From an optimization exercise on the open Yosys and OpenROAD flow, aimed at small area and a short achievable clock period; shortcuts taken in it are not production practice.
No run shown here included a check of the RTL's function; only the layout flow was run.
Power is estimated from default activity; no workload was simulated.

==> flow/design.v, too long to show whole: its modules and the start of the top module <==
// module ArithmaticUnit: 363 lines
// module pa_aoi22: 3 lines
// module pa_aoi222: 3 lines
// module pa_nand2: 3 lines
// module pa_xnor2: 3 lines
// module pa_xor2: 3 lines
// module pa_and2: 3 lines
// module pa_maj3: 3 lines
// module pa_nor2: 3 lines
// module pa_inv: 3 lines
// module pa_aoi21: 3 lines
// module pa_oai21: 3 lines
// module pa_fa: 4 lines
// module pa_ha: 4 lines
module ArithmaticUnit(
		input wire clock_i, isWb_i, enable_i,
		input wire [4:0] wbAddress_i,
		input wire [6:0] opCode_i,
		input wire [15:0] pOperand_i, sOperand_i,
		output reg wbEnable_o,
		output reg [4:0] wbAddress_o,
		output reg [15:0] wbData_o,
		output reg [1:0] statusWriteback_o  
    );
  // ...
==> flow/flow/run.sh <==
#!/bin/bash
# Standard ORFS layout, with smaller port buffers and free cell resizing.
set -euo pipefail
bash standard.sh MATCH_CELL_FOOTPRINT=0 ABC_LOAD_IN_FF=1 "BUFFER_PORTS_ARGS=-buffer_cell sky130_fd_sc_hd__buf_1" finish > make_finish.log 2>&1
==> flow/standard.sh <==
#!/bin/bash
# synth_recipe.tcl (not shown) runs the flow's synth.tcl, then flattens the netlist and writes it again
# the make line also repeats each setting of config.mk as NAME=value (left out here)
make -C /OpenROAD-flow-scripts/flow DESIGN_CONFIG=/design/flow/config.mk WORK_HOME=/design/flow/orfs CLKGATE_MAP_FILE= SYNTH_SCRIPT=/design/flow/synth_recipe.tcl "${@:-finish}"
==> flow/config.mk <==
export PLATFORM = sky130hd
export DESIGN_NAME = ArithmaticUnit
export DESIGN_NICKNAME = ArithmaticUnit
export VERILOG_FILES = /design/flow/design.v
export SDC_FILE = /design/flow/constraint.sdc
export NUM_CORES = 4
export LEC_CHECK = 0
export CAP_MARGIN = 20
export CORE_MARGIN = 2
export CORE_UTILIZATION = 60
export SETUP_SLACK_MARGIN = 2.5
export SLEW_MARGIN = 20
export SYNTH_HIERARCHICAL = 1
export SYNTH_MINIMUM_KEEP_SIZE = 0
==> flow/constraint.sdc <==
create_clock -name core_clock -period 8.0 [get_ports {clock_i}]
set_input_delay 1.6000 -clock core_clock [delete_from_list [all_inputs] [get_ports {clock_i}]]
set_output_delay 1.6000 -clock core_clock [all_outputs]
set_load 0.01 [all_outputs]
==> impl_metrics.ini, run 1 <==
[routing]
drtPass1Iterations = 6
wl_per_cell_um = 16.38
wl_met2_um = 5500

[setup_path]
cp_max_fo = 22
crit_required_ns = 7.99
crit_cells = 19

[global_route]
use_met3_pct = 2.588
grt_pass1_wl_um = 18770
grt_pass1_vias = 3920

[status]
status = finished clean

[timing]
finalSetupTns_ns = 0
period_share_pct = 66.17

[logic_synthesis]
yosysWarnings = 7

[layout]
n_antenna_cell = 0
n_all_inverters = 14
fin_nets = 652
final_common_cell = xor2_1
post_route_cells_drive_above_1_share_pct = 15.95
top_register = wbData_o
layout.cells.non_filler = 701

[power]
seq_power_share_pct = 14.7
switchingPower_uw = 628.6
power_leader = combinational logic

[clock_tree]
clockBufferDepth = 2
clkTransAtPathRegs_ns = 0.10
hold_buffers = 0
cts.sinks = 24

[min_path]
hold_end = wbAddress_o[4]$_DFFE_PP_
min_path_cells = 1

[floorplanning]
die-area_um2 = 8160
==> module ArithmaticUnit, before the edit <==
module ArithmaticUnit(
		input wire clock_i, isWb_i, enable_i,
		input wire [4:0] wbAddress_i,
		input wire [6:0] opCode_i,
		input wire [15:0] pOperand_i, sOperand_i,
		output reg wbEnable_o,
		output reg [4:0] wbAddress_o,
		output reg [15:0] wbData_o,
		output reg [1:0] statusWriteback_o  
    );
	wire [15:0] P = pOperand_i;
	wire [15:0] S = sOperand_i;
	wire mul = opCode_i[1] & opCode_i[0];
	wire sub = opCode_i[1] & ~opCode_i[0];
	wire as  = opCode_i[1] ^ opCode_i[0];
	wire [7:0] one, two, neg;
	assign one[0] = opCode_i[0] ? (~opCode_i[1] | P[0]) : opCode_i[1];
	assign two[0] = opCode_i[1] & opCode_i[0] & P[1] & ~P[0];
	assign neg[0] = opCode_i[1] & (~opCode_i[0] | P[1]);
	genvar k;
	generate for (k = 1; k < 8; k = k + 1) begin : enc
		assign one[k] = mul & (P[2*k] ^ P[2*k-1]);
		assign two[k] = mul & ((P[2*k+1] & ~P[2*k] & ~P[2*k-1]) | (~P[2*k+1] & P[2*k] & P[2*k-1]));
		assign neg[k] = mul & P[2*k+1];
	end endgenerate
	wire pp0_0_n; pa_nand2 u_pp0_0_n (.a(one[0]), .b(S[0]), .y(pp0_0_n));
	wire pp0_0; pa_xnor2 u_pp0_0 (.a(pp0_0_n), .b(neg[0]), .y(pp0_0));
	wire pp0_1_n; pa_aoi22 u_pp0_1_n (.a(one[0]), .b(S[1]), .c(two[0]), .d(S[0]), .y(pp0_1_n));
	wire pp0_1; pa_xnor2 u_pp0_1 (.a(pp0_1_n), .b(neg[0]), .y(pp0_1));
	wire pp0_2_n; pa_aoi22 u_pp0_2_n (.a(one[0]), .b(S[2]), .c(two[0]), .d(S[1]), .y(pp0_2_n));
	wire pp0_2; pa_xnor2 u_pp0_2 (.a(pp0_2_n), .b(neg[0]), .y(pp0_2));
	wire pp0_3_n; pa_aoi22 u_pp0_3_n (.a(one[0]), .b(S[3]), .c(two[0]), .d(S[2]), .y(pp0_3_n));
	wire pp0_3; pa_xnor2 u_pp0_3 (.a(pp0_3_n), .b(neg[0]), .y(pp0_3));
	wire pp0_4_n; pa_aoi22 u_pp0_4_n (.a(one[0]), .b(S[4]), .c(two[0]), .d(S[3]), .y(pp0_4_n));
	wire pp0_4; pa_xnor2 u_pp0_4 (.a(pp0_4_n), .b(neg[0]), .y(pp0_4));
	wire pp0_5_n; pa_aoi22 u_pp0_5_n (.a(one[0]), .b(S[5]), .c(two[0]), .d(S[4]), .y(pp0_5_n));
	wire pp0_5; pa_xnor2 u_pp0_5 (.a(pp0_5_n), .b(neg[0]), .y(pp0_5));
	wire pp0_6_n; pa_aoi22 u_pp0_6_n (.a(one[0]), .b(S[6]), .c(two[0]), .d(S[5]), .y(pp0_6_n));
	wire pp0_6; pa_xnor2 u_pp0_6 (.a(pp0_6_n), .b(neg[0]), .y(pp0_6));
	wire pp0_7_n; pa_aoi22 u_pp0_7_n (.a(one[0]), .b(S[7]), .c(two[0]), .d(S[6]), .y(pp0_7_n));
	wire pp0_7; pa_xnor2 u_pp0_7 (.a(pp0_7_n), .b(neg[0]), .y(pp0_7));
	wire pp0_8_n; pa_aoi22 u_pp0_8_n (.a(one[0]), .b(S[8]), .c(two[0]), .d(S[7]), .y(pp0_8_n));
	wire pp0_8; pa_xnor2 u_pp0_8 (.a(pp0_8_n), .b(neg[0]), .y(pp0_8));
	wire pp0_9_n; pa_aoi22 u_pp0_9_n (.a(one[0]), .b(S[9]), .c(two[0]), .d(S[8]), .y(pp0_9_n));
	wire pp0_9; pa_xnor2 u_pp0_9 (.a(pp0_9_n), .b(neg[0]), .y(pp0_9));
	wire pp0_10_n; pa_aoi22 u_pp0_10_n (.a(one[0]), .b(S[10]), .c(two[0]), .d(S[9]), .y(pp0_10_n));
	wire pp0_10; pa_xnor2 u_pp0_10 (.a(pp0_10_n), .b(neg[0]), .y(pp0_10));
	wire pp0_11_n; pa_aoi22 u_pp0_11_n (.a(one[0]), .b(S[11]), .c(two[0]), .d(S[10]), .y(pp0_11_n));
	wire pp0_11; pa_xnor2 u_pp0_11 (.a(pp0_11_n), .b(neg[0]), .y(pp0_11));
	wire pp0_12_n; pa_aoi22 u_pp0_12_n (.a(one[0]), .b(S[12]), .c(two[0]), .d(S[11]), .y(pp0_12_n));
	wire pp0_12; pa_xnor2 u_pp0_12 (.a(pp0_12_n), .b(neg[0]), .y(pp0_12));
	wire pp0_13_n; pa_aoi22 u_pp0_13_n (.a(one[0]), .b(S[13]), .c(two[0]), .d(S[12]), .y(pp0_13_n));
	wire pp0_13; pa_xnor2 u_pp0_13 (.a(pp0_13_n), .b(neg[0]), .y(pp0_13));
	wire pp0_14_n; pa_aoi22 u_pp0_14_n (.a(one[0]), .b(S[14]), .c(two[0]), .d(S[13]), .y(pp0_14_n));
	wire pp0_14; pa_xnor2 u_pp0_14 (.a(pp0_14_n), .b(neg[0]), .y(pp0_14));
	wire pp0_15_n; pa_aoi22 u_pp0_15_n (.a(one[0]), .b(S[15]), .c(two[0]), .d(S[14]), .y(pp0_15_n));
	wire pp0_15; pa_xnor2 u_pp0_15 (.a(pp0_15_n), .b(neg[0]), .y(pp0_15));
	wire ng0 = neg[0];
	wire pp1_2_n; pa_aoi22 u_pp1_2_n (.a(one[1]), .b(S[0]), .c(as), .d(P[2]), .y(pp1_2_n));
	wire pp1_2; pa_xnor2 u_pp1_2 (.a(pp1_2_n), .b(neg[1]), .y(pp1_2));
	wire pp1_3_n; pa_aoi222 u_pp1_3_n (.a(one[1]), .b(S[1]), .c(two[1]), .d(S[0]), .e(as), .f(P[3]), .y(pp1_3_n));
	wire pp1_3; pa_xnor2 u_pp1_3 (.a(pp1_3_n), .b(neg[1]), .y(pp1_3));
	wire pp1_4_n; pa_aoi222 u_pp1_4_n (.a(one[1]), .b(S[2]), .c(two[1]), .d(S[1]), .e(as), .f(P[4]), .y(pp1_4_n));
	wire pp1_4; pa_xnor2 u_pp1_4 (.a(pp1_4_n), .b(neg[1]), .y(pp1_4));
	wire pp1_5_n; pa_aoi222 u_pp1_5_n (.a(one[1]), .b(S[3]), .c(two[1]), .d(S[2]), .e(as), .f(P[5]), .y(pp1_5_n));
	wire pp1_5; pa_xnor2 u_pp1_5 (.a(pp1_5_n), .b(neg[1]), .y(pp1_5));
	wire pp1_6_n; pa_aoi222 u_pp1_6_n (.a(one[1]), .b(S[4]), .c(two[1]), .d(S[3]), .e(as), .f(P[6]), .y(pp1_6_n));
	wire pp1_6; pa_xnor2 u_pp1_6 (.a(pp1_6_n), .b(neg[1]), .y(pp1_6));
	wire pp1_7_n; pa_aoi222 u_pp1_7_n (.a(one[1]), .b(S[5]), .c(two[1]), .d(S[4]), .e(as), .f(P[7]), .y(pp1_7_n));
	wire pp1_7; pa_xnor2 u_pp1_7 (.a(pp1_7_n), .b(neg[1]), .y(pp1_7));
	wire pp1_8_n; pa_aoi222 u_pp1_8_n (.a(one[1]), .b(S[6]), .c(two[1]), .d(S[5]), .e(as), .f(P[8]), .y(pp1_8_n));
	wire pp1_8; pa_xnor2 u_pp1_8 (.a(pp1_8_n), .b(neg[1]), .y(pp1_8));
	wire pp1_9_n; pa_aoi222 u_pp1_9_n (.a(one[1]), .b(S[7]), .c(two[1]), .d(S[6]), .e(as), .f(P[9]), .y(pp1_9_n));
	wire pp1_9; pa_xnor2 u_pp1_9 (.a(pp1_9_n), .b(neg[1]), .y(pp1_9));
	wire pp1_10_n; pa_aoi222 u_pp1_10_n (.a(one[1]), .b(S[8]), .c(two[1]), .d(S[7]), .e(as), .f(P[10]), .y(pp1_10_n));
	wire pp1_10; pa_xnor2 u_pp1_10 (.a(pp1_10_n), .b(neg[1]), .y(pp1_10));
	wire pp1_11_n; pa_aoi222 u_pp1_11_n (.a(one[1]), .b(S[9]), .c(two[1]), .d(S[8]), .e(as), .f(P[11]), .y(pp1_11_n));
	wire pp1_11; pa_xnor2 u_pp1_11 (.a(pp1_11_n), .b(neg[1]), .y(pp1_11));
	wire pp1_12_n; pa_aoi222 u_pp1_12_n (.a(one[1]), .b(S[10]), .c(two[1]), .d(S[9]), .e(as), .f(P[12]), .y(pp1_12_n));
	wire pp1_12; pa_xnor2 u_pp1_12 (.a(pp1_12_n), .b(neg[1]), .y(pp1_12));
	wire pp1_13_n; pa_aoi222 u_pp1_13_n (.a(one[1]), .b(S[11]), .c(two[1]), .d(S[10]), .e(as), .f(P[13]), .y(pp1_13_n));
	wire pp1_13; pa_xnor2 u_pp1_13 (.a(pp1_13_n), .b(neg[1]), .y(pp1_13));
	wire pp1_14_n; pa_aoi222 u_pp1_14_n (.a(one[1]), .b(S[12]), .c(two[1]), .d(S[11]), .e(as), .f(P[14]), .y(pp1_14_n));
	wire pp1_14; pa_xnor2 u_pp1_14 (.a(pp1_14_n), .b(neg[1]), .y(pp1_14));
	wire pp1_15_n; pa_aoi222 u_pp1_15_n (.a(one[1]), .b(S[13]), .c(two[1]), .d(S[12]), .e(as), .f(P[15]), .y(pp1_15_n));
	wire pp1_15; pa_xnor2 u_pp1_15 (.a(pp1_15_n), .b(neg[1]), .y(pp1_15));
	wire ng1 = neg[1];
	wire pp2_4_n; pa_nand2 u_pp2_4_n (.a(one[2]), .b(S[0]), .y(pp2_4_n));
	wire pp2_4; pa_xnor2 u_pp2_4 (.a(pp2_4_n), .b(neg[2]), .y(pp2_4));
	wire pp2_5_n; pa_aoi22 u_pp2_5_n (.a(one[2]), .b(S[1]), .c(two[2]), .d(S[0]), .y(pp2_5_n));
	wire pp2_5; pa_xnor2 u_pp2_5 (.a(pp2_5_n), .b(neg[2]), .y(pp2_5));
	wire pp2_6_n; pa_aoi22 u_pp2_6_n (.a(one[2]), .b(S[2]), .c(two[2]), .d(S[1]), .y(pp2_6_n));
	wire pp2_6; pa_xnor2 u_pp2_6 (.a(pp2_6_n), .b(neg[2]), .y(pp2_6));
	wire pp2_7_n; pa_aoi22 u_pp2_7_n (.a(one[2]), .b(S[3]), .c(two[2]), .d(S[2]), .y(pp2_7_n));
	wire pp2_7; pa_xnor2 u_pp2_7 (.a(pp2_7_n), .b(neg[2]), .y(pp2_7));
	wire pp2_8_n; pa_aoi22 u_pp2_8_n (.a(one[2]), .b(S[4]), .c(two[2]), .d(S[3]), .y(pp2_8_n));
	wire pp2_8; pa_xnor2 u_pp2_8 (.a(pp2_8_n), .b(neg[2]), .y(pp2_8));
	wire pp2_9_n; pa_aoi22 u_pp2_9_n (.a(one[2]), .b(S[5]), .c(two[2]), .d(S[4]), .y(pp2_9_n));
	wire pp2_9; pa_xnor2 u_pp2_9 (.a(pp2_9_n), .b(neg[2]), .y(pp2_9));
	wire pp2_10_n; pa_aoi22 u_pp2_10_n (.a(one[2]), .b(S[6]), .c(two[2]), .d(S[5]), .y(pp2_10_n));
	wire pp2_10; pa_xnor2 u_pp2_10 (.a(pp2_10_n), .b(neg[2]), .y(pp2_10));
	wire pp2_11_n; pa_aoi22 u_pp2_11_n (.a(one[2]), .b(S[7]), .c(two[2]), .d(S[6]), .y(pp2_11_n));
	wire pp2_11; pa_xnor2 u_pp2_11 (.a(pp2_11_n), .b(neg[2]), .y(pp2_11));
	wire pp2_12_n; pa_aoi22 u_pp2_12_n (.a(one[2]), .b(S[8]), .c(two[2]), .d(S[7]), .y(pp2_12_n));
	wire pp2_12; pa_xnor2 u_pp2_12 (.a(pp2_12_n), .b(neg[2]), .y(pp2_12));
	wire pp2_13_n; pa_aoi22 u_pp2_13_n (.a(one[2]), .b(S[9]), .c(two[2]), .d(S[8]), .y(pp2_13_n));
	wire pp2_13; pa_xnor2 u_pp2_13 (.a(pp2_13_n), .b(neg[2]), .y(pp2_13));
	wire pp2_14_n; pa_aoi22 u_pp2_14_n (.a(one[2]), .b(S[10]), .c(two[2]), .d(S[9]), .y(pp2_14_n));
	wire pp2_14; pa_xnor2 u_pp2_14 (.a(pp2_14_n), .b(neg[2]), .y(pp2_14));
	wire pp2_15_n; pa_aoi22 u_pp2_15_n (.a(one[2]), .b(S[11]), .c(two[2]), .d(S[10]), .y(pp2_15_n));
	wire pp2_15; pa_xnor2 u_pp2_15 (.a(pp2_15_n), .b(neg[2]), .y(pp2_15));
	wire ng2 = neg[2];
	wire pp3_6_n; pa_nand2 u_pp3_6_n (.a(one[3]), .b(S[0]), .y(pp3_6_n));
	wire pp3_6; pa_xnor2 u_pp3_6 (.a(pp3_6_n), .b(neg[3]), .y(pp3_6));
	wire pp3_7_n; pa_aoi22 u_pp3_7_n (.a(one[3]), .b(S[1]), .c(two[3]), .d(S[0]), .y(pp3_7_n));
	wire pp3_7; pa_xnor2 u_pp3_7 (.a(pp3_7_n), .b(neg[3]), .y(pp3_7));
	wire pp3_8_n; pa_aoi22 u_pp3_8_n (.a(one[3]), .b(S[2]), .c(two[3]), .d(S[1]), .y(pp3_8_n));
	wire pp3_8; pa_xnor2 u_pp3_8 (.a(pp3_8_n), .b(neg[3]), .y(pp3_8));
	wire pp3_9_n; pa_aoi22 u_pp3_9_n (.a(one[3]), .b(S[3]), .c(two[3]), .d(S[2]), .y(pp3_9_n));
	wire pp3_9; pa_xnor2 u_pp3_9 (.a(pp3_9_n), .b(neg[3]), .y(pp3_9));
	wire pp3_10_n; pa_aoi22 u_pp3_10_n (.a(one[3]), .b(S[4]), .c(two[3]), .d(S[3]), .y(pp3_10_n));
	wire pp3_10; pa_xnor2 u_pp3_10 (.a(pp3_10_n), .b(neg[3]), .y(pp3_10));
	wire pp3_11_n; pa_aoi22 u_pp3_11_n (.a(one[3]), .b(S[5]), .c(two[3]), .d(S[4]), .y(pp3_11_n));
	wire pp3_11; pa_xnor2 u_pp3_11 (.a(pp3_11_n), .b(neg[3]), .y(pp3_11));
	wire pp3_12_n; pa_aoi22 u_pp3_12_n (.a(one[3]), .b(S[6]), .c(two[3]), .d(S[5]), .y(pp3_12_n));
	wire pp3_12; pa_xnor2 u_pp3_12 (.a(pp3_12_n), .b(neg[3]), .y(pp3_12));
	wire pp3_13_n; pa_aoi22 u_pp3_13_n (.a(one[3]), .b(S[7]), .c(two[3]), .d(S[6]), .y(pp3_13_n));
	wire pp3_13; pa_xnor2 u_pp3_13 (.a(pp3_13_n), .b(neg[3]), .y(pp3_13));
	wire pp3_14_n; pa_aoi22 u_pp3_14_n (.a(one[3]), .b(S[8]), .c(two[3]), .d(S[7]), .y(pp3_14_n));
	wire pp3_14; pa_xnor2 u_pp3_14 (.a(pp3_14_n), .b(neg[3]), .y(pp3_14));
	wire pp3_15_n; pa_aoi22 u_pp3_15_n (.a(one[3]), .b(S[9]), .c(two[3]), .d(S[8]), .y(pp3_15_n));
	wire pp3_15; pa_xnor2 u_pp3_15 (.a(pp3_15_n), .b(neg[3]), .y(pp3_15));
	wire ng3 = neg[3];
	wire pp4_8_n; pa_nand2 u_pp4_8_n (.a(one[4]), .b(S[0]), .y(pp4_8_n));
	wire pp4_8; pa_xnor2 u_pp4_8 (.a(pp4_8_n), .b(neg[4]), .y(pp4_8));
	wire pp4_9_n; pa_aoi22 u_pp4_9_n (.a(one[4]), .b(S[1]), .c(two[4]), .d(S[0]), .y(pp4_9_n));
	wire pp4_9; pa_xnor2 u_pp4_9 (.a(pp4_9_n), .b(neg[4]), .y(pp4_9));
	wire pp4_10_n; pa_aoi22 u_pp4_10_n (.a(one[4]), .b(S[2]), .c(two[4]), .d(S[1]), .y(pp4_10_n));
	wire pp4_10; pa_xnor2 u_pp4_10 (.a(pp4_10_n), .b(neg[4]), .y(pp4_10));
	wire pp4_11_n; pa_aoi22 u_pp4_11_n (.a(one[4]), .b(S[3]), .c(two[4]), .d(S[2]), .y(pp4_11_n));
	wire pp4_11; pa_xnor2 u_pp4_11 (.a(pp4_11_n), .b(neg[4]), .y(pp4_11));
	wire pp4_12_n; pa_aoi22 u_pp4_12_n (.a(one[4]), .b(S[4]), .c(two[4]), .d(S[3]), .y(pp4_12_n));
	wire pp4_12; pa_xnor2 u_pp4_12 (.a(pp4_12_n), .b(neg[4]), .y(pp4_12));
	wire pp4_13_n; pa_aoi22 u_pp4_13_n (.a(one[4]), .b(S[5]), .c(two[4]), .d(S[4]), .y(pp4_13_n));
	wire pp4_13; pa_xnor2 u_pp4_13 (.a(pp4_13_n), .b(neg[4]), .y(pp4_13));
	wire pp4_14_n; pa_aoi22 u_pp4_14_n (.a(one[4]), .b(S[6]), .c(two[4]), .d(S[5]), .y(pp4_14_n));
	wire pp4_14; pa_xnor2 u_pp4_14 (.a(pp4_14_n), .b(neg[4]), .y(pp4_14));
	wire pp4_15_n; pa_aoi22 u_pp4_15_n (.a(one[4]), .b(S[7]), .c(two[4]), .d(S[6]), .y(pp4_15_n));
	wire pp4_15; pa_xnor2 u_pp4_15 (.a(pp4_15_n), .b(neg[4]), .y(pp4_15));
	wire ng4 = neg[4];
	wire pp5_10_n; pa_nand2 u_pp5_10_n (.a(one[5]), .b(S[0]), .y(pp5_10_n));
	wire pp5_10; pa_xnor2 u_pp5_10 (.a(pp5_10_n), .b(neg[5]), .y(pp5_10));
	wire pp5_11_n; pa_aoi22 u_pp5_11_n (.a(one[5]), .b(S[1]), .c(two[5]), .d(S[0]), .y(pp5_11_n));
	wire pp5_11; pa_xnor2 u_pp5_11 (.a(pp5_11_n), .b(neg[5]), .y(pp5_11));
	wire pp5_12_n; pa_aoi22 u_pp5_12_n (.a(one[5]), .b(S[2]), .c(two[5]), .d(S[1]), .y(pp5_12_n));
	wire pp5_12; pa_xnor2 u_pp5_12 (.a(pp5_12_n), .b(neg[5]), .y(pp5_12));
	wire pp5_13_n; pa_aoi22 u_pp5_13_n (.a(one[5]), .b(S[3]), .c(two[5]), .d(S[2]), .y(pp5_13_n));
	wire pp5_13; pa_xnor2 u_pp5_13 (.a(pp5_13_n), .b(neg[5]), .y(pp5_13));
	wire pp5_14_n; pa_aoi22 u_pp5_14_n (.a(one[5]), .b(S[4]), .c(two[5]), .d(S[3]), .y(pp5_14_n));
	wire pp5_14; pa_xnor2 u_pp5_14 (.a(pp5_14_n), .b(neg[5]), .y(pp5_14));
	wire pp5_15_n; pa_aoi22 u_pp5_15_n (.a(one[5]), .b(S[5]), .c(two[5]), .d(S[4]), .y(pp5_15_n));
	wire pp5_15; pa_xnor2 u_pp5_15 (.a(pp5_15_n), .b(neg[5]), .y(pp5_15));
	wire ng5 = neg[5];
	wire pp6_12_n; pa_nand2 u_pp6_12_n (.a(one[6]), .b(S[0]), .y(pp6_12_n));
	wire pp6_12; pa_xnor2 u_pp6_12 (.a(pp6_12_n), .b(neg[6]), .y(pp6_12));
	wire pp6_13_n; pa_aoi22 u_pp6_13_n (.a(one[6]), .b(S[1]), .c(two[6]), .d(S[0]), .y(pp6_13_n));
	wire pp6_13; pa_xnor2 u_pp6_13 (.a(pp6_13_n), .b(neg[6]), .y(pp6_13));
	wire pp6_14_n; pa_aoi22 u_pp6_14_n (.a(one[6]), .b(S[2]), .c(two[6]), .d(S[1]), .y(pp6_14_n));
	wire pp6_14; pa_xnor2 u_pp6_14 (.a(pp6_14_n), .b(neg[6]), .y(pp6_14));
	wire pp6_15_n; pa_aoi22 u_pp6_15_n (.a(one[6]), .b(S[3]), .c(two[6]), .d(S[2]), .y(pp6_15_n));
	wire pp6_15; pa_xnor2 u_pp6_15 (.a(pp6_15_n), .b(neg[6]), .y(pp6_15));
	wire ng6 = neg[6];
	wire pp7_14_n; pa_nand2 u_pp7_14_n (.a(one[7]), .b(S[0]), .y(pp7_14_n));
	wire pp7_14; pa_xnor2 u_pp7_14 (.a(pp7_14_n), .b(neg[7]), .y(pp7_14));
	wire pp7_15_n; pa_aoi22 u_pp7_15_n (.a(one[7]), .b(S[1]), .c(two[7]), .d(S[0]), .y(pp7_15_n));
	wire pp7_15; pa_xnor2 u_pp7_15 (.a(pp7_15_n), .b(neg[7]), .y(pp7_15));
	wire ng7 = neg[7];
	wire xp0 = as & P[0];
	wire xp1 = as & P[1];
	wire hs0, hc0; pa_xor2 u_hs0 (.a(ng5), .b(pp2_10), .y(hs0)); pa_and2 u_hc0 (.a(ng5), .b(pp2_10), .y(hc0));
	wire hs1, hc1; pa_xor2 u_hs1 (.a(pp2_11), .b(pp3_11), .y(hs1)); pa_and2 u_hc1 (.a(pp2_11), .b(pp3_11), .y(hc1));
	wire hs2, hc2; pa_xor2 u_hs2 (.a(ng6), .b(pp2_12), .y(hs2)); pa_and2 u_hc2 (.a(ng6), .b(pp2_12), .y(hc2));
	wire fs0_x, fs0, fc0; pa_xor2 u_fs0_x (.a(pp3_12), .b(pp4_12), .y(fs0_x)); pa_xor2 u_fs0 (.a(fs0_x), .b(pp5_12), .y(fs0)); pa_maj3 u_fc0 (.a(pp3_12), .b(pp4_12), .c(pp5_12), .y(fc0));
	wire hs3, hc3; pa_xor2 u_hs3 (.a(pp2_13), .b(pp3_13), .y(hs3)); pa_and2 u_hc3 (.a(pp2_13), .b(pp3_13), .y(hc3));
	wire fs1_x, fs1, fc1; pa_xor2 u_fs1_x (.a(pp4_13), .b(pp5_13), .y(fs1_x)); pa_xor2 u_fs1 (.a(fs1_x), .b(pp6_13), .y(fs1)); pa_maj3 u_fc1 (.a(pp4_13), .b(pp5_13), .c(pp6_13), .y(fc1));
	wire hs4, hc4; pa_xor2 u_hs4 (.a(ng7), .b(pp2_14), .y(hs4)); pa_and2 u_hc4 (.a(ng7), .b(pp2_14), .y(hc4));
	wire fs2_x, fs2, fc2; pa_xor2 u_fs2_x (.a(pp3_14), .b(pp4_14), .y(fs2_x)); pa_xor2 u_fs2 (.a(fs2_x), .b(pp0_14), .y(fs2)); pa_maj3 u_fc2 (.a(pp3_14), .b(pp4_14), .c(pp0_14), .y(fc2));
	wire fs3_x, fs3, fc3; pa_xor2 u_fs3_x (.a(pp5_14), .b(pp6_14), .y(fs3_x)); pa_xor2 u_fs3 (.a(fs3_x), .b(pp7_14), .y(fs3)); pa_maj3 u_fc3 (.a(pp5_14), .b(pp6_14), .c(pp7_14), .y(fc3));
	wire hs5, hc5; pa_xor2 u_hs5 (.a(pp2_15), .b(pp3_15), .y(hs5)); pa_and2 u_hc5 (.a(pp2_15), .b(pp3_15), .y(hc5));
	wire fs4_x, fs4, fc4; pa_xor2 u_fs4_x (.a(pp4_15), .b(pp5_15), .y(fs4_x)); pa_xor2 u_fs4 (.a(fs4_x), .b(pp1_15), .y(fs4)); pa_maj3 u_fc4 (.a(pp4_15), .b(pp5_15), .c(pp1_15), .y(fc4));
	wire fs5_x, fs5, fc5; pa_xor2 u_fs5_x (.a(pp6_15), .b(pp7_15), .y(fs5_x)); pa_xor2 u_fs5 (.a(fs5_x), .b(pp0_15), .y(fs5)); pa_maj3 u_fc5 (.a(pp6_15), .b(pp7_15), .c(pp0_15), .y(fc5));
	wire hs6, hc6; pa_xor2 u_hs6 (.a(ng3), .b(pp2_6), .y(hs6)); pa_and2 u_hc6 (.a(ng3), .b(pp2_6), .y(hc6));
	wire hs7, hc7; pa_xor2 u_hs7 (.a(pp2_7), .b(pp3_7), .y(hs7)); pa_and2 u_hc7 (.a(pp2_7), .b(pp3_7), .y(hc7));
	wire hs8, hc8; pa_xor2 u_hs8 (.a(ng4), .b(pp2_8), .y(hs8)); pa_and2 u_hc8 (.a(ng4), .b(pp2_8), .y(hc8));
	wire fs6_x, fs6, fc6; pa_xor2 u_fs6_x (.a(pp3_8), .b(pp4_8), .y(fs6_x)); pa_xor2 u_fs6 (.a(fs6_x), .b(pp0_8), .y(fs6)); pa_maj3 u_fc6 (.a(pp3_8), .b(pp4_8), .c(pp0_8), .y(fc6));
	wire hs9, hc9; pa_xor2 u_hs9 (.a(pp2_9), .b(pp3_9), .y(hs9)); pa_and2 u_hc9 (.a(pp2_9), .b(pp3_9), .y(hc9));
	wire fs7_x, fs7, fc7; pa_xor2 u_fs7_x (.a(pp4_9), .b(pp0_9), .y(fs7_x)); pa_xor2 u_fs7 (.a(fs7_x), .b(pp1_9), .y(fs7)); pa_maj3 u_fc7 (.a(pp4_9), .b(pp0_9), .c(pp1_9), .y(fc7));
	wire fs8_x, fs8, fc8; pa_xor2 u_fs8_x (.a(pp3_10), .b(pp4_10), .y(fs8_x)); pa_xor2 u_fs8 (.a(fs8_x), .b(hs0), .y(fs8)); pa_maj3 u_fc8 (.a(pp3_10), .b(pp4_10), .c(hs0), .y(fc8));
	wire fs9_x, fs9, fc9; pa_xor2 u_fs9_x (.a(pp5_10), .b(pp0_10), .y(fs9_x)); pa_xor2 u_fs9 (.a(fs9_x), .b(pp1_10), .y(fs9)); pa_maj3 u_fc9 (.a(pp5_10), .b(pp0_10), .c(pp1_10), .y(fc9));
	wire fs10_x, fs10, fc10; pa_xor2 u_fs10_x (.a(pp4_11), .b(pp5_11), .y(fs10_x)); pa_xor2 u_fs10 (.a(fs10_x), .b(hs1), .y(fs10)); pa_maj3 u_fc10 (.a(pp4_11), .b(pp5_11), .c(hs1), .y(fc10));
	wire fs11_x, fs11, fc11; pa_xor2 u_fs11_x (.a(pp0_11), .b(pp1_11), .y(fs11_x)); pa_xor2 u_fs11 (.a(fs11_x), .b(hc0), .y(fs11)); pa_maj3 u_fc11 (.a(pp0_11), .b(pp1_11), .c(hc0), .y(fc11));
	wire fs12_x, fs12, fc12; pa_xor2 u_fs12_x (.a(pp6_12), .b(pp0_12), .y(fs12_x)); pa_xor2 u_fs12 (.a(fs12_x), .b(fs0), .y(fs12)); pa_maj3 u_fc12 (.a(pp6_12), .b(pp0_12), .c(fs0), .y(fc12));
	wire fs13_x, fs13, fc13; pa_xor2 u_fs13_x (.a(pp1_12), .b(hc1), .y(fs13_x)); pa_xor2 u_fs13 (.a(fs13_x), .b(hs2), .y(fs13)); pa_maj3 u_fc13 (.a(pp1_12), .b(hc1), .c(hs2), .y(fc13));
	wire fs14_x, fs14, fc14; pa_xor2 u_fs14_x (.a(pp0_13), .b(pp1_13), .y(fs14_x)); pa_xor2 u_fs14 (.a(fs14_x), .b(fs1), .y(fs14)); pa_maj3 u_fc14 (.a(pp0_13), .b(pp1_13), .c(fs1), .y(fc14));
	wire fs15_x, fs15, fc15; pa_xor2 u_fs15_x (.a(hc2), .b(hs3), .y(fs15_x)); pa_xor2 u_fs15 (.a(fs15_x), .b(fc0), .y(fs15)); pa_maj3 u_fc15 (.a(hc2), .b(hs3), .c(fc0), .y(fc15));
	wire fs16_x, fs16, fc16; pa_xor2 u_fs16_x (.a(pp1_14), .b(hc3), .y(fs16_x)); pa_xor2 u_fs16 (.a(fs16_x), .b(fs3), .y(fs16)); pa_maj3 u_fc16 (.a(pp1_14), .b(hc3), .c(fs3), .y(fc16));
	wire fs17_x, fs17, fc17; pa_xor2 u_fs17_x (.a(hs4), .b(fc1), .y(fs17_x)); pa_xor2 u_fs17 (.a(fs17_x), .b(fs2), .y(fs17)); pa_maj3 u_fc17 (.a(hs4), .b(fc1), .c(fs2), .y(fc17));
	wire fs18_x, fs18, fc18; pa_xor2 u_fs18_x (.a(hc4), .b(hs5), .y(fs18_x)); pa_xor2 u_fs18 (.a(fs18_x), .b(fc2), .y(fs18)); pa_maj3 u_fc18 (.a(hc4), .b(hs5), .c(fc2), .y(fc18));
	wire fs19_x, fs19, fc19; pa_xor2 u_fs19_x (.a(fc3), .b(fs4), .y(fs19_x)); pa_xor2 u_fs19 (.a(fs19_x), .b(fs5), .y(fs19)); pa_maj3 u_fc19 (.a(fc3), .b(fs4), .c(fs5), .y(fc19));
	wire hs10, hc10; pa_xor2 u_hs10 (.a(ng2), .b(pp2_4), .y(hs10)); pa_and2 u_hc10 (.a(ng2), .b(pp2_4), .y(hc10));
	wire hs11, hc11; pa_xor2 u_hs11 (.a(pp2_5), .b(pp0_5), .y(hs11)); pa_and2 u_hc11 (.a(pp2_5), .b(pp0_5), .y(hc11));
	wire fs20_x, fs20, fc20; pa_xor2 u_fs20_x (.a(pp3_6), .b(pp0_6), .y(fs20_x)); pa_xor2 u_fs20 (.a(fs20_x), .b(pp1_6), .y(fs20)); pa_maj3 u_fc20 (.a(pp3_6), .b(pp0_6), .c(pp1_6), .y(fc20));
	wire fs21_x, fs21, fc21; pa_xor2 u_fs21_x (.a(pp0_7), .b(pp1_7), .y(fs21_x)); pa_xor2 u_fs21 (.a(fs21_x), .b(hc6), .y(fs21)); pa_maj3 u_fc21 (.a(pp0_7), .b(pp1_7), .c(hc6), .y(fc21));
	wire fs22_x, fs22, fc22; pa_xor2 u_fs22_x (.a(pp1_8), .b(hc7), .y(fs22_x)); pa_xor2 u_fs22 (.a(fs22_x), .b(hs8), .y(fs22)); pa_maj3 u_fc22 (.a(pp1_8), .b(hc7), .c(hs8), .y(fc22));
	wire fs23_x, fs23, fc23; pa_xor2 u_fs23_x (.a(hc8), .b(hs9), .y(fs23_x)); pa_xor2 u_fs23 (.a(fs23_x), .b(fc6), .y(fs23)); pa_maj3 u_fc23 (.a(hc8), .b(hs9), .c(fc6), .y(fc23));
	wire fs24_x, fs24, fc24; pa_xor2 u_fs24_x (.a(hc9), .b(fc7), .y(fs24_x)); pa_xor2 u_fs24 (.a(fs24_x), .b(fs8), .y(fs24)); pa_maj3 u_fc24 (.a(hc9), .b(fc7), .c(fs8), .y(fc24));
	wire fs25_x, fs25, fc25; pa_xor2 u_fs25_x (.a(fc9), .b(fs10), .y(fs25_x)); pa_xor2 u_fs25 (.a(fs25_x), .b(fs11), .y(fs25)); pa_maj3 u_fc25 (.a(fc9), .b(fs10), .c(fs11), .y(fc25));
	wire fs26_x, fs26, fc26; pa_xor2 u_fs26_x (.a(fc11), .b(fc10), .y(fs26_x)); pa_xor2 u_fs26 (.a(fs26_x), .b(fs13), .y(fs26)); pa_maj3 u_fc26 (.a(fc11), .b(fc10), .c(fs13), .y(fc26));
	wire fs27_x, fs27, fc27; pa_xor2 u_fs27_x (.a(fc13), .b(fs14), .y(fs27_x)); pa_xor2 u_fs27 (.a(fs27_x), .b(fs15), .y(fs27)); pa_maj3 u_fc27 (.a(fc13), .b(fs14), .c(fs15), .y(fc27));
	wire fs28_x, fs28, fc28; pa_xor2 u_fs28_x (.a(fs16), .b(fc15), .y(fs28_x)); pa_xor2 u_fs28 (.a(fs28_x), .b(fc14), .y(fs28)); pa_maj3 u_fc28 (.a(fs16), .b(fc15), .c(fc14), .y(fc28));
	wire fs29_x, fs29, fc29; pa_xor2 u_fs29_x (.a(fs18), .b(fc16), .y(fs29_x)); pa_xor2 u_fs29 (.a(fs29_x), .b(fc17), .y(fs29)); pa_maj3 u_fc29 (.a(fs18), .b(fc16), .c(fc17), .y(fc29));
	wire hs12, hc12; pa_xor2 u_hs12 (.a(xp0), .b(ng0), .y(hs12)); pa_and2 u_hc12 (.a(xp0), .b(ng0), .y(hc12));
	wire hs13, hc13; pa_xor2 u_hs13 (.a(xp1), .b(pp0_1), .y(hs13)); pa_and2 u_hc13 (.a(xp1), .b(pp0_1), .y(hc13));
	wire fs30_x, fs30, fc30; pa_xor2 u_fs30_x (.a(ng1), .b(pp0_2), .y(fs30_x)); pa_xor2 u_fs30 (.a(fs30_x), .b(pp1_2), .y(fs30)); pa_maj3 u_fc30 (.a(ng1), .b(pp0_2), .c(pp1_2), .y(fc30));
	wire hs14, hc14; pa_xor2 u_hs14 (.a(pp0_3), .b(pp1_3), .y(hs14)); pa_and2 u_hc14 (.a(pp0_3), .b(pp1_3), .y(hc14));
	wire fs31_x, fs31, fc31; pa_xor2 u_fs31_x (.a(pp0_4), .b(pp1_4), .y(fs31_x)); pa_xor2 u_fs31 (.a(fs31_x), .b(hs10), .y(fs31)); pa_maj3 u_fc31 (.a(pp0_4), .b(pp1_4), .c(hs10), .y(fc31));
	wire fs32_x, fs32, fc32; pa_xor2 u_fs32_x (.a(pp1_5), .b(hc10), .y(fs32_x)); pa_xor2 u_fs32 (.a(fs32_x), .b(hs11), .y(fs32)); pa_maj3 u_fc32 (.a(pp1_5), .b(hc10), .c(hs11), .y(fc32));
	wire fs33_x, fs33, fc33; pa_xor2 u_fs33_x (.a(hs6), .b(hc11), .y(fs33_x)); pa_xor2 u_fs33 (.a(fs33_x), .b(fs20), .y(fs33)); pa_maj3 u_fc33 (.a(hs6), .b(hc11), .c(fs20), .y(fc33));
	wire fs34_x, fs34, fc34; pa_xor2 u_fs34_x (.a(hs7), .b(fc20), .y(fs34_x)); pa_xor2 u_fs34 (.a(fs34_x), .b(fs21), .y(fs34)); pa_maj3 u_fc34 (.a(hs7), .b(fc20), .c(fs21), .y(fc34));
	wire fs35_x, fs35, fc35; pa_xor2 u_fs35_x (.a(fs6), .b(fc21), .y(fs35_x)); pa_xor2 u_fs35 (.a(fs35_x), .b(fs22), .y(fs35)); pa_maj3 u_fc35 (.a(fs6), .b(fc21), .c(fs22), .y(fc35));
	wire fs36_x, fs36, fc36; pa_xor2 u_fs36_x (.a(fs7), .b(fc22), .y(fs36_x)); pa_xor2 u_fs36 (.a(fs36_x), .b(fs23), .y(fs36)); pa_maj3 u_fc36 (.a(fs7), .b(fc22), .c(fs23), .y(fc36));
	wire fs37_x, fs37, fc37; pa_xor2 u_fs37_x (.a(fs9), .b(fc23), .y(fs37_x)); pa_xor2 u_fs37 (.a(fs37_x), .b(fs24), .y(fs37)); pa_maj3 u_fc37 (.a(fs9), .b(fc23), .c(fs24), .y(fc37));
	wire fs38_x, fs38, fc38; pa_xor2 u_fs38_x (.a(fc8), .b(fc24), .y(fs38_x)); pa_xor2 u_fs38 (.a(fs38_x), .b(fs25), .y(fs38)); pa_maj3 u_fc38 (.a(fc8), .b(fc24), .c(fs25), .y(fc38));
	wire fs39_x, fs39, fc39; pa_xor2 u_fs39_x (.a(fs12), .b(fc25), .y(fs39_x)); pa_xor2 u_fs39 (.a(fs39_x), .b(fs26), .y(fs39)); pa_maj3 u_fc39 (.a(fs12), .b(fc25), .c(fs26), .y(fc39));
	wire fs40_x, fs40, fc40; pa_xor2 u_fs40_x (.a(fc12), .b(fc26), .y(fs40_x)); pa_xor2 u_fs40 (.a(fs40_x), .b(fs27), .y(fs40)); pa_maj3 u_fc40 (.a(fc12), .b(fc26), .c(fs27), .y(fc40));
	wire fs41_x, fs41, fc41; pa_xor2 u_fs41_x (.a(fs17), .b(fc27), .y(fs41_x)); pa_xor2 u_fs41 (.a(fs41_x), .b(fs28), .y(fs41)); pa_maj3 u_fc41 (.a(fs17), .b(fc27), .c(fs28), .y(fc41));
	wire fs42_x, fs42, fc42; pa_xor2 u_fs42_x (.a(fs19), .b(fc28), .y(fs42_x)); pa_xor2 u_fs42 (.a(fs42_x), .b(fs29), .y(fs42)); pa_maj3 u_fc42 (.a(fs19), .b(fc28), .c(fs29), .y(fc42));
	wire [15:0] ra = {fc41, fc40, fc39, fc38, fc37, fc36, fc35, fc34, fc33, fc32, fc31, hc14, fc30, hc13, hc12, hs12};
	wire [15:0] rb = {fs42, fs41, fs40, fs39, fs38, fs37, fs36, fs35, fs34, fs33, fs32, fs31, hs14, fs30, hs13, pp0_0};
	wire [15:0] p0;
	pa_xor2 u_p0_0 (.a(ra[0]), .b(rb[0]), .y(p0[0]));
	wire gn0_0, tn0_0; pa_nand2 u_gn0_0 (.a(ra[0]), .b(rb[0]), .y(gn0_0)); pa_nor2 u_tn0_0 (.a(ra[0]), .b(rb[0]), .y(tn0_0));
	pa_xor2 u_p0_1 (.a(ra[1]), .b(rb[1]), .y(p0[1]));
	wire gn0_1, tn0_1; pa_nand2 u_gn0_1 (.a(ra[1]), .b(rb[1]), .y(gn0_1)); pa_nor2 u_tn0_1 (.a(ra[1]), .b(rb[1]), .y(tn0_1));
	pa_xor2 u_p0_2 (.a(ra[2]), .b(rb[2]), .y(p0[2]));
	wire gn0_2, tn0_2; pa_nand2 u_gn0_2 (.a(ra[2]), .b(rb[2]), .y(gn0_2)); pa_nor2 u_tn0_2 (.a(ra[2]), .b(rb[2]), .y(tn0_2));
	pa_xor2 u_p0_3 (.a(ra[3]), .b(rb[3]), .y(p0[3]));
	wire gn0_3, tn0_3; pa_nand2 u_gn0_3 (.a(ra[3]), .b(rb[3]), .y(gn0_3)); pa_nor2 u_tn0_3 (.a(ra[3]), .b(rb[3]), .y(tn0_3));
	pa_xor2 u_p0_4 (.a(ra[4]), .b(rb[4]), .y(p0[4]));
	wire gn0_4, tn0_4; pa_nand2 u_gn0_4 (.a(ra[4]), .b(rb[4]), .y(gn0_4)); pa_nor2 u_tn0_4 (.a(ra[4]), .b(rb[4]), .y(tn0_4));
	pa_xor2 u_p0_5 (.a(ra[5]), .b(rb[5]), .y(p0[5]));
	wire gn0_5, tn0_5; pa_nand2 u_gn0_5 (.a(ra[5]), .b(rb[5]), .y(gn0_5)); pa_nor2 u_tn0_5 (.a(ra[5]), .b(rb[5]), .y(tn0_5));
	pa_xor2 u_p0_6 (.a(ra[6]), .b(rb[6]), .y(p0[6]));
	wire gn0_6, tn0_6; pa_nand2 u_gn0_6 (.a(ra[6]), .b(rb[6]), .y(gn0_6)); pa_nor2 u_tn0_6 (.a(ra[6]), .b(rb[6]), .y(tn0_6));
	pa_xor2 u_p0_7 (.a(ra[7]), .b(rb[7]), .y(p0[7]));
	wire gn0_7, tn0_7; pa_nand2 u_gn0_7 (.a(ra[7]), .b(rb[7]), .y(gn0_7)); pa_nor2 u_tn0_7 (.a(ra[7]), .b(rb[7]), .y(tn0_7));
	pa_xor2 u_p0_8 (.a(ra[8]), .b(rb[8]), .y(p0[8]));
	wire gn0_8, tn0_8; pa_nand2 u_gn0_8 (.a(ra[8]), .b(rb[8]), .y(gn0_8)); pa_nor2 u_tn0_8 (.a(ra[8]), .b(rb[8]), .y(tn0_8));
	pa_xor2 u_p0_9 (.a(ra[9]), .b(rb[9]), .y(p0[9]));
	wire gn0_9, tn0_9; pa_nand2 u_gn0_9 (.a(ra[9]), .b(rb[9]), .y(gn0_9)); pa_nor2 u_tn0_9 (.a(ra[9]), .b(rb[9]), .y(tn0_9));
	pa_xor2 u_p0_10 (.a(ra[10]), .b(rb[10]), .y(p0[10]));
	wire gn0_10, tn0_10; pa_nand2 u_gn0_10 (.a(ra[10]), .b(rb[10]), .y(gn0_10)); pa_nor2 u_tn0_10 (.a(ra[10]), .b(rb[10]), .y(tn0_10));
	pa_xor2 u_p0_11 (.a(ra[11]), .b(rb[11]), .y(p0[11]));
	wire gn0_11, tn0_11; pa_nand2 u_gn0_11 (.a(ra[11]), .b(rb[11]), .y(gn0_11)); pa_nor2 u_tn0_11 (.a(ra[11]), .b(rb[11]), .y(tn0_11));
	pa_xor2 u_p0_12 (.a(ra[12]), .b(rb[12]), .y(p0[12]));
	wire gn0_12, tn0_12; pa_nand2 u_gn0_12 (.a(ra[12]), .b(rb[12]), .y(gn0_12)); pa_nor2 u_tn0_12 (.a(ra[12]), .b(rb[12]), .y(tn0_12));
	pa_xor2 u_p0_13 (.a(ra[13]), .b(rb[13]), .y(p0[13]));
	wire gn0_13, tn0_13; pa_nand2 u_gn0_13 (.a(ra[13]), .b(rb[13]), .y(gn0_13)); pa_nor2 u_tn0_13 (.a(ra[13]), .b(rb[13]), .y(tn0_13));
	pa_xor2 u_p0_14 (.a(ra[14]), .b(rb[14]), .y(p0[14]));
	wire gn0_14, tn0_14; pa_nand2 u_gn0_14 (.a(ra[14]), .b(rb[14]), .y(gn0_14)); pa_nor2 u_tn0_14 (.a(ra[14]), .b(rb[14]), .y(tn0_14));
	pa_xor2 u_p0_15 (.a(ra[15]), .b(rb[15]), .y(p0[15]));
	wire gn0_15, tn0_15; pa_nand2 u_gn0_15 (.a(ra[15]), .b(rb[15]), .y(gn0_15)); pa_nor2 u_tn0_15 (.a(ra[15]), .b(rb[15]), .y(tn0_15));
	wire g1_1; pa_oai21 u_g1_1 (.a1(tn0_1), .a2(gn0_0), .b1(gn0_1), .y(g1_1));
	wire g1_3; pa_oai21 u_g1_3 (.a1(tn0_3), .a2(gn0_2), .b1(gn0_3), .y(g1_3));
	wire t1_3; pa_nor2 u_t1_3 (.a(tn0_3), .b(tn0_2), .y(t1_3));
	wire g1_5; pa_oai21 u_g1_5 (.a1(tn0_5), .a2(gn0_4), .b1(gn0_5), .y(g1_5));
	wire t1_5; pa_nor2 u_t1_5 (.a(tn0_5), .b(tn0_4), .y(t1_5));
	wire g1_7; pa_oai21 u_g1_7 (.a1(tn0_7), .a2(gn0_6), .b1(gn0_7), .y(g1_7));
	wire t1_7; pa_nor2 u_t1_7 (.a(tn0_7), .b(tn0_6), .y(t1_7));
	wire g1_9; pa_oai21 u_g1_9 (.a1(tn0_9), .a2(gn0_8), .b1(gn0_9), .y(g1_9));
	wire t1_9; pa_nor2 u_t1_9 (.a(tn0_9), .b(tn0_8), .y(t1_9));
	wire g1_11; pa_oai21 u_g1_11 (.a1(tn0_11), .a2(gn0_10), .b1(gn0_11), .y(g1_11));
	wire t1_11; pa_nor2 u_t1_11 (.a(tn0_11), .b(tn0_10), .y(t1_11));
	wire g1_13; pa_oai21 u_g1_13 (.a1(tn0_13), .a2(gn0_12), .b1(gn0_13), .y(g1_13));
	wire t1_13; pa_nor2 u_t1_13 (.a(tn0_13), .b(tn0_12), .y(t1_13));
	wire g1_15; pa_oai21 u_g1_15 (.a1(tn0_15), .a2(gn0_14), .b1(gn0_15), .y(g1_15));
	wire t1_15; pa_nor2 u_t1_15 (.a(tn0_15), .b(tn0_14), .y(t1_15));
	wire g1_1_i; pa_inv u_g1_1_i (.a(g1_1), .y(g1_1_i));
	wire g2_2; pa_oai21 u_g2_2 (.a1(tn0_2), .a2(g1_1_i), .b1(gn0_2), .y(g2_2));
	wire g2_3; pa_aoi21 u_g2_3 (.a1(t1_3), .a2(g1_1), .b1(g1_3), .y(g2_3));
	wire g1_5_i; pa_inv u_g1_5_i (.a(g1_5), .y(g1_5_i));
	wire g2_6; pa_oai21 u_g2_6 (.a1(tn0_6), .a2(g1_5_i), .b1(gn0_6), .y(g2_6));
	wire t1_5_i; pa_inv u_t1_5_i (.a(t1_5), .y(t1_5_i));
	wire t2_6; pa_nor2 u_t2_6 (.a(tn0_6), .b(t1_5_i), .y(t2_6));
	wire g2_7; pa_aoi21 u_g2_7 (.a1(t1_7), .a2(g1_5), .b1(g1_7), .y(g2_7));
	wire t2_7; pa_nand2 u_t2_7 (.a(t1_7), .b(t1_5), .y(t2_7));
	wire g1_9_i; pa_inv u_g1_9_i (.a(g1_9), .y(g1_9_i));
	wire g2_10; pa_oai21 u_g2_10 (.a1(tn0_10), .a2(g1_9_i), .b1(gn0_10), .y(g2_10));
	wire t1_9_i; pa_inv u_t1_9_i (.a(t1_9), .y(t1_9_i));
	wire t2_10; pa_nor2 u_t2_10 (.a(tn0_10), .b(t1_9_i), .y(t2_10));
	wire g2_11; pa_aoi21 u_g2_11 (.a1(t1_11), .a2(g1_9), .b1(g1_11), .y(g2_11));
	wire t2_11; pa_nand2 u_t2_11 (.a(t1_11), .b(t1_9), .y(t2_11));
	wire g1_13_i; pa_inv u_g1_13_i (.a(g1_13), .y(g1_13_i));
	wire g2_14; pa_oai21 u_g2_14 (.a1(tn0_14), .a2(g1_13_i), .b1(gn0_14), .y(g2_14));
	wire t1_13_i; pa_inv u_t1_13_i (.a(t1_13), .y(t1_13_i));
	wire t2_14; pa_nor2 u_t2_14 (.a(tn0_14), .b(t1_13_i), .y(t2_14));
	wire g2_15; pa_aoi21 u_g2_15 (.a1(t1_15), .a2(g1_13), .b1(g1_15), .y(g2_15));
	wire t2_15; pa_nand2 u_t2_15 (.a(t1_15), .b(t1_13), .y(t2_15));
	wire g3_4; pa_oai21 u_g3_4 (.a1(tn0_4), .a2(g2_3), .b1(gn0_4), .y(g3_4));
	wire g2_3_i; pa_inv u_g2_3_i (.a(g2_3), .y(g2_3_i));
	wire g3_5; pa_aoi21 u_g3_5 (.a1(t1_5), .a2(g2_3_i), .b1(g1_5), .y(g3_5));
	wire g3_6; pa_aoi21 u_g3_6 (.a1(t2_6), .a2(g2_3_i), .b1(g2_6), .y(g3_6));
	wire g3_7; pa_oai21 u_g3_7 (.a1(t2_7), .a2(g2_3), .b1(g2_7), .y(g3_7));
	wire g3_12; pa_oai21 u_g3_12 (.a1(tn0_12), .a2(g2_11), .b1(gn0_12), .y(g3_12));
	wire t3_12; pa_nor2 u_t3_12 (.a(tn0_12), .b(t2_11), .y(t3_12));
	wire g2_11_i; pa_inv u_g2_11_i (.a(g2_11), .y(g2_11_i));
	wire g3_13; pa_aoi21 u_g3_13 (.a1(t1_13), .a2(g2_11_i), .b1(g1_13), .y(g3_13));
	wire t2_11_i; pa_inv u_t2_11_i (.a(t2_11), .y(t2_11_i));
	wire t3_13; pa_nand2 u_t3_13 (.a(t1_13), .b(t2_11_i), .y(t3_13));
	wire g3_14; pa_aoi21 u_g3_14 (.a1(t2_14), .a2(g2_11_i), .b1(g2_14), .y(g3_14));
	wire t3_14; pa_nand2 u_t3_14 (.a(t2_14), .b(t2_11_i), .y(t3_14));
	wire g3_15; pa_oai21 u_g3_15 (.a1(t2_15), .a2(g2_11), .b1(g2_15), .y(g3_15));
	wire t3_15; pa_nor2 u_t3_15 (.a(t2_15), .b(t2_11), .y(t3_15));
	wire g3_7_i; pa_inv u_g3_7_i (.a(g3_7), .y(g3_7_i));
	wire g4_8; pa_oai21 u_g4_8 (.a1(tn0_8), .a2(g3_7_i), .b1(gn0_8), .y(g4_8));
	wire g4_9; pa_aoi21 u_g4_9 (.a1(t1_9), .a2(g3_7), .b1(g1_9), .y(g4_9));
	wire g4_10; pa_aoi21 u_g4_10 (.a1(t2_10), .a2(g3_7), .b1(g2_10), .y(g4_10));
	wire g4_11; pa_oai21 u_g4_11 (.a1(t2_11), .a2(g3_7_i), .b1(g2_11), .y(g4_11));
	wire g4_12; pa_aoi21 u_g4_12 (.a1(t3_12), .a2(g3_7), .b1(g3_12), .y(g4_12));
	wire g4_13; pa_oai21 u_g4_13 (.a1(t3_13), .a2(g3_7_i), .b1(g3_13), .y(g4_13));
	wire g4_14; pa_oai21 u_g4_14 (.a1(t3_14), .a2(g3_7_i), .b1(g3_14), .y(g4_14));
	wire g4_15; pa_aoi21 u_g4_15 (.a1(t3_15), .a2(g3_7), .b1(g3_15), .y(g4_15));
	wire [16:0] sum;
	assign sum[0] = p0[0];
	pa_xnor2 u_sum_1 (.a(p0[1]), .b(gn0_0), .y(sum[1]));
	pa_xor2 u_sum_2 (.a(p0[2]), .b(g1_1), .y(sum[2]));
	pa_xor2 u_sum_3 (.a(p0[3]), .b(g2_2), .y(sum[3]));
	pa_xnor2 u_sum_4 (.a(p0[4]), .b(g2_3), .y(sum[4]));
	pa_xor2 u_sum_5 (.a(p0[5]), .b(g3_4), .y(sum[5]));
	pa_xnor2 u_sum_6 (.a(p0[6]), .b(g3_5), .y(sum[6]));
	pa_xnor2 u_sum_7 (.a(p0[7]), .b(g3_6), .y(sum[7]));
	pa_xor2 u_sum_8 (.a(p0[8]), .b(g3_7), .y(sum[8]));
	pa_xor2 u_sum_9 (.a(p0[9]), .b(g4_8), .y(sum[9]));
	pa_xnor2 u_sum_10 (.a(p0[10]), .b(g4_9), .y(sum[10]));
	pa_xnor2 u_sum_11 (.a(p0[11]), .b(g4_10), .y(sum[11]));
	pa_xor2 u_sum_12 (.a(p0[12]), .b(g4_11), .y(sum[12]));
	pa_xnor2 u_sum_13 (.a(p0[13]), .b(g4_12), .y(sum[13]));
	pa_xor2 u_sum_14 (.a(p0[14]), .b(g4_13), .y(sum[14]));
	pa_xor2 u_sum_15 (.a(p0[15]), .b(g4_14), .y(sum[15]));
	assign sum[16] = ~g4_15;
	wire cout = sum[16] | hc5 | fc4 | fc5 | fc18 | fc19 | fc29 | fc42;
	wire arith = ~|opCode_i[6:2];
	always @(posedge clock_i)
	begin
		if (enable_i)
		begin
			wbEnable_o <= isWb_i & |opCode_i;
			wbAddress_o <= wbAddress_i;
			if (arith) wbData_o <= sum[15:0];
			if (arith & as) statusWriteback_o <= {~opCode_i[1] & cout, opCode_i[1] & ~cout};
		end
	end
endmodule
==> run 2: changes to the inputs <==
--- a/flow/design.v
+++ b/flow/design.v
@@ -351,5 +351,6 @@
 	pa_xor2 u_sum_15 (.a(p0[15]), .b(g4_14), .y(sum[15]));
 	assign sum[16] = ~g4_15;
-	wire cout = sum[16] | hc5 | fc4 | fc5 | fc18 | fc19 | fc29 | fc42;
+	wire cearly_n = ~(hc5 | fc4 | fc5 | fc18 | fc19 | fc29 | fc42);
+	wire cout; pa_nand2 u_cout (.a(g4_15), .b(cearly_n), .y(cout));
 	wire arith = ~|opCode_i[6:2];
 	always @(posedge clock_i)
==> impl_metrics.ini, run 2 <==
[logic_synthesis]
synth_top_family_by_area = XOR/XNOR gates
synth_area_per_cell_um2 = 8.683
synth_most_common_cell = xor2_1
syn_nets = 564
yosys.area_share.simple_pct = 13.01
yosys_most_used_dff = edfxtp_1
syn_inst = 515
synth_xor_area_share_pct = 41.33
yosys-mux-area-fraction_pct = 0
synth_compound_area_share_pct = 16.82
yosysTopAreaCell = xor2_1
netlist_top_cells_area = xor2_1 26%, edfxtp_1 16%, xnor2_1 15%
synth-edff-count = 24
yosysSeqAreaShare_pct = 16.12
yosysWarnings = 7
syn-cell-area_um2 = 4472
netlist.area_leader.share_pct = 25.85
synthAdderAreaFrac_pct = 11.39
synth.top_cells.by_count = 132 x xor2_1, 79 x xnor2_1, 52 x a22oi_1, 43 x maj3_2, 31 x and2_0
synth_cell_types = 27
async_flop_share_pct = 0
synth_seq_cells = 24

[global_route]
grt_pass1_vias = 3841
grt_max_degree = 23
grt_use_total_pct = 27.10
antenna_found_initial = 0
grt_pass1_wl_um = 18380
grt_overflow_total = 0

[timing]
min_period_ns = 5.239
worst_pin_slew_ns = 0.8119
drv_slew = 0
fmax_mhz = 190.9
rsz0062_at_grt = yes
setup_viol = 0
slew_headroom_pct = 45.87
finalHoldViolCount = 0
finalSetupTns_ns = 0
period_share_pct = 65.49

[placed_design]
portBuffers = 70
gp_congestion = 0.9240
dpl.hpwl_um = 8761

[routing]
drt-initial-drc-count = 429
drt_wl_total_um = 11390
vias = 4119
wl_per_cell_um = 16.35
viasPerCell = 5.910
drcViolationCount = 0
ant_nets = 0
drtPass1Iterations = 6

[min_path]
hold_start = wbAddress_i[1]
min_path_type = input pin to flip-flop

[floorplanning]
die-area_um2 = 8160
die_y_um = 90.33
start_util_pct = 61.65
core_region_area_um2 = 7253
io_pins = 71
num_rows = 31
die_w_um = 90.33

[power]
total_power_mw = 1.241
vdd.ir_drop.worst_mv = 0.1096
power_density_nw_per_um2 = 243.4
leakage_nw = 1.969

[layout]
nFillCells = 630
reg_top3 = wbData_o: 16 flops, wbAddress_o: 5 flops, statusWriteback_o: 2 flops
post_route_cells_drive_above_1_share_pct = 13.55
n_antenna_cell = 0
final_util_pct = 70.31
layout_common_cells = 130 x xor2_1, 78 x xnor2_1, 65 x buf_1
syn_to_final_growth_pct = 14.05
fin_nets = 648
final_common_cell = xor2_1
top_register = wbData_o
largest_reg_flops = 16

[setup_path]
crit_required_ns = 8.03
cp_max_fo = 23
crit_chain = clkbuf_2 > ha_4 > a21boi_0 > buf_4 > a22oi_1 > xnor2_1 > xor2_1 > xor2_2 > maj3_2 > maj3_2 > maj3_2 > or4_1 > nor4_4 > nand2_1 > nor2b_1
cp_data_arrival_time_ns = 5.26
critical_path_buf_inv_count = 2
crit_top_cell = maj3_2
start_kind = input pin
path_class = input pin to flip-flop
startpoint = opCode_i[1]
crit_path_end_kind = flip-flop
critPathSlowestCell = or4_1
critical-path-max-stage-delay_ns = 0.45
cpLargestDelayFamily = adder cells

[clock_tree]
htree_levels = 1
tritoncts = yes
numCtsBuffers = 3
cts-root-buf = clkbuf_8
clockBufferDepth = 2
cts.sinks = 24
clkTransAtPathRegs_ns = 0.10
hold_buffers = 0

[run]
drv_cap = 0

[status]
status = finished clean
## run 2: per-module statistics from Yosys (local to each module, per instance), a selection
module,cell area [um^2],flops+latches,times used,cells inside
pa_aoi21,5.005,0,12,1
pa_inv,3.754,0,11,1
pa_maj3,11.26,0,43,1
pa_nand2,3.754,0,29,1
pa_oai21,5.005,0,20,1
pa_xor2,8.758,0,125,1
## run 2: power breakdown
| part | internal (mW) | switching (mW) |
|---|---|---|
| combinational | 0.386 | 0.550 |
| sequential | 0.194 | 0.00122 |
| clock | 0.0670 | 0.0435 |
| total | 0.647 | 0.594 |
## run 2: layer usage
layer	GRT usage [%]	share of wire [%]	vias to the layer above
li1	-	-	2007
met1	36.95	45	1899
met2	44.99	46	186
met3	2.170	6.3	27
met4	9.872	2.6	0
met5	0	0	-
## run 2: per-stage QoR
step / std cells / area (um^2) / worst slack (ns) / hold WS, ns
6_report: 697 / 5100 / 2.761 / 1.479
2_1_floorplan: 515 / 4472 / 2.663 / 1.699
3_3_place_gp: 690 / 4911 / 1.297 / 1.770
3_5_place_dp: 690 / 4911 / 1.654 / 1.770
4_1_cts: 694 / 5012 / 2.502 / 1.483
5_1_grt: 697 / 5100 / 2.427 / 1.478
## run 2: cell type report
| cell class | count | area, um^2 | share of cell area [%] |
|---|---|---|---|
| well taps | 99 | 123.9 | 2.429 |
| clock inverters | 1 | 30.03 | 0.5888 |
| flip-flops and latches | 24 | 720.7 | 14.13 |
| repair buffers | 80 | 344.1 | 6.747 |
| inverters | 14 | 52.55 | 1.030 |
| multi-input cells | 476 | 3787 | 74.26 |
| clock buffers | 3 | 41.29 | 0.8096 |
## run 2: final timing paths
path                                          to  slack, ns  cells past startpoint
setup / recovery  statusWriteback_o[1]$_DFFE_PP_       2.76                     15
hold / removal          wbAddress_o[1]$_DFFE_PP_       1.48                      1
## run 2: kinds of logic (layout without fill, tap and decap cells)
| group | Yosys count | after routing |
|---|---|---|
| AOI/OAI and AO/OA | 107 | 108 |
| adders and majority gates | 45 | 45 |
| buffers and inverters | 16 | 98 |
| and+or+nand+nor | 112 | 112 |
| DFF | 24 | 24 |
| xor gates and xnor gates | 211 | 211 |
## run 2: repair_timing
item,CTS,global route
setup buffers,0,2
pin swaps,0,6
gates resized for setup,15,20
cloned,0,1
endpoints found under the setup margin,9,9

port drivers added, routing unchanged:
No port has a modelled driver above. Below, the same layouts with a new extraction and two added sets of constraints.
Step 1 assumes that a clkbuf_16 drives the clock port and a buf_2 every other input.
Step 2 also shifts input and output timing later by t, the mid clock arrival at the registers, as if the neighbouring blocks saw the same clock.
a / b / c = ideal / step 1 / step 2; a / b = the first two.
run	t (ns)	setup WS [ns]	hold WS [ns]	clock arrival spread, ns
run 1	0.298	2.707 / 2.715 / 2.417	1.485 / 1.482 / 1.781	0.013 / 0.013
run 2	0.301	2.761 / 2.738 / 2.437	1.479 / 1.472 / 1.773	0.014 / 0.014
After both steps every run listed still meets setup and hold. The setup slack of run 2, which loses most, moves by -0.023 ns with the drivers and by -0.324 ns with both steps.
